Source: an optimization exercise on an open RTL-to-GDS flow (aim: small area). Production flows keep margins and buffers that such runs may drop.
Function was checked by simulation only, so behaviour that the tests miss may differ from the original.
Power is estimated from default activity; no workload was simulated.

## trial 35
==> flow/design.v (excerpt) <==
module traffic_light_top #(
  parameter int unsigned F_CLK_HZ      = 1_000,
  parameter int unsigned T_GREEN_S_THR = 30,  
  parameter int unsigned T_GREEN_S_LT  = 10,  
  parameter int unsigned T_YELLOW_S    = 3,
  parameter int unsigned T_ALLRED_S    = 1,
  parameter int unsigned T_DEBOUNCE_MS = 20
)
(
  input  logic        clk,
  input  logic        rst_n,
  input  logic [11:0] btn_raw,
  output logic a_straight_r, a_straight_y, a_straight_g,
  output logic a_left_r,     a_left_y,     a_left_g,
  output logic a_p_r,        a_p_g,
  output logic b_straight_r, b_straight_y, b_straight_g,
  output logic b_left_r,     b_left_y,     b_left_g,
  output logic b_p_r,        b_p_g
);
  logic       jump_req;
  logic [1:0] jump_phase;
  logic       accept_jump;
  btn_interface #(
    .F_CLK_HZ(F_CLK_HZ),
    .T_DEBOUNCE_MS(T_DEBOUNCE_MS)
  ) u_btn_if (
    .clk         (clk),
    .rst_n       (rst_n),
    .btn_raw     (btn_raw),
    .accept_jump (accept_jump),
    .jump_req    (jump_req),
    .jump_phase  (jump_phase)
  );
  logic [1:0] mode, phase;
  tl_fsm #(
  ...
For scale: ~120 flip-flops, ~4300 µm² of cells after synthesis.
==> module tl_fsm, before the edit <==
module tl_fsm #(
  parameter int unsigned F_CLK_HZ      = 50_000_000,
  parameter int unsigned T_GREEN_S_THR = 30,  
  parameter int unsigned T_GREEN_S_LT  = 10,  
  parameter int unsigned T_YELLOW_S    = 3,
  parameter int unsigned T_ALLRED_S    = 1
)(
  input  logic       clk,
  input  logic       rst_n,
  input  logic       jump_req,     
  input  logic [1:0] jump_phase,   
  output logic       accept_jump,  
  output logic [1:0] mode,
  output logic [1:0] phase
);
  logic       expired;
  logic [1:0] cls;
  tl_timer #(
    .D_THR_CYC(longint'(F_CLK_HZ) * T_GREEN_S_THR),
    .D_LT_CYC (longint'(F_CLK_HZ) * T_GREEN_S_LT),
    .D_YEL_CYC(longint'(F_CLK_HZ) * T_YELLOW_S),
    .D_AR_CYC (longint'(F_CLK_HZ) * T_ALLRED_S)
  ) u_tmr (
    .clk    (clk),
    .rst_n  (rst_n),
    .cls    (cls),
    .expired(expired)
  );
  logic [1:0] mode_nx, phase_nx;
  always_comb begin
    accept_jump = 1'b0;
    mode_nx     = M_GRN;
    phase_nx    = phase;
    cls         = D_YEL;
    case (mode)
      M_GRN: begin mode_nx = M_YEL; cls = D_YEL; end
      M_YEL: begin mode_nx = M_RED; cls = D_AR;  end
      M_RED: begin
        if (jump_req) begin
          accept_jump = expired;
          mode_nx     = M_OVR;
          phase_nx    = jump_phase;
          cls         = D_YEL;
        end else begin
          mode_nx     = M_GRN;
          phase_nx    = phase + 2'd1;
          cls         = phase[0] ? D_THR : D_LT;
        end
      end
      default: begin  
        mode_nx = M_GRN;
        cls     = phase[0] ? D_LT : D_THR;
      end
    endcase
  end
  always_ff @(posedge clk or negedge rst_n) begin
    if (!rst_n) begin
      mode  <= M_GRN;
      phase <= P_AS;
    end else if (expired) begin
      mode  <= mode_nx;
      phase <= phase_nx;
    end
  end
endmodule
clock: 10.0 ns
lec_check: 0
cap_margin: 20
core_margin: 2
core_utilization: 40
cts_buf_list: sky130_fd_sc_hd__clkbuf_4
slew_margin: 20
standard.sh (not shown) runs the stock make flow with config.mk's settings and CLKGATE_MAP_FILE= SYNTH_SCRIPT=/design/flow/synth_recipe.tcl, a recipe that flattens the netlist after the stock synthesis.
==> flow/flow/run.sh <==
#!/bin/bash
export BUFFER_PORTS_ARGS="-buffer_cell sky130_fd_sc_hd__buf_1"
export CTS_ARGS="-sink_clustering_enable -repair_clock_nets -buf_list sky130_fd_sc_hd__clkbuf_4 -dont_use_dummy_load"
bash standard.sh > standard.log 2>&1
Edits applied to the flow inputs when going from trial 35 to trial 33:
-- flow/design.v --
<<< trial 35, line 216
        end else begin
          mode_nx     = M_GRN;
          phase_nx    = phase + 2'd1;
          cls         = phase[0] ? D_THR : D_LT;
        end
>>> trial 33, line 216
        end else begin
          mode_nx     = M_GRN;
          phase_nx    = {phase[0] ? !phase[1] : phase[1], !phase[0]};
          cls         = phase[0] ? D_THR : D_LT;
        end
==> comparison <==
- The synthesized cell count number comes out lower for trial 35 vs trial 33.
- Any difference in clock network power between trial 33 and trial 35 is small enough to ignore.
- Higher fraction of area in registers was reported by trial 33, not trial 35.
- The maximum clock frequency of trial 33 is higher than that of trial 35.
- In terms of clock-buffer cell count, trial 33 and trial 35 differ only marginally.
- Trial 35 → trial 33: area of all placed cells without fillers lower, worst setup slack went up by 0.028 ns, core utilization has remained practically unchanged, multi-input gate share of total cell area fell by 0.24 points, sequential share of power went down.
- Setup-violating endpoint count in the final report: trial 35 vs trial 33, no meaningful difference

==> port drivers added, routing unchanged <==
Ports are ideal in the flow. The routed layouts listed here were re-timed in OpenROAD.
Step 1, drivers: a clkbuf_16 drives clk and a buf_2 each remaining input, both assumed.
Step 2 moves the port delays by t, midway between the first and last clock arrival at a register: inputs arrive t later, outputs are due t later. That takes back most of the time a late clock gives input paths.
Slacks: ideal ports / drivers / drivers and shift; pairs: ideal ports / drivers.
| run | t, ns | slack for setup (ns) | worst register clock-pin slew, ns | worst slew at a driven data input, ns |
|---|---|---|---|---|
| trial 35 | 0.492 | 6.368 / 6.338 / 6.636 | 0.12 / 0.12 | 0.03 |
| trial 33 | 0.497 | 6.396 / 6.366 / 6.601 | 0.12 / 0.12 | 0.04 |
After both steps every run listed still meets setup and hold. The worst setup slack also covers recovery checks on asynchronous resets.
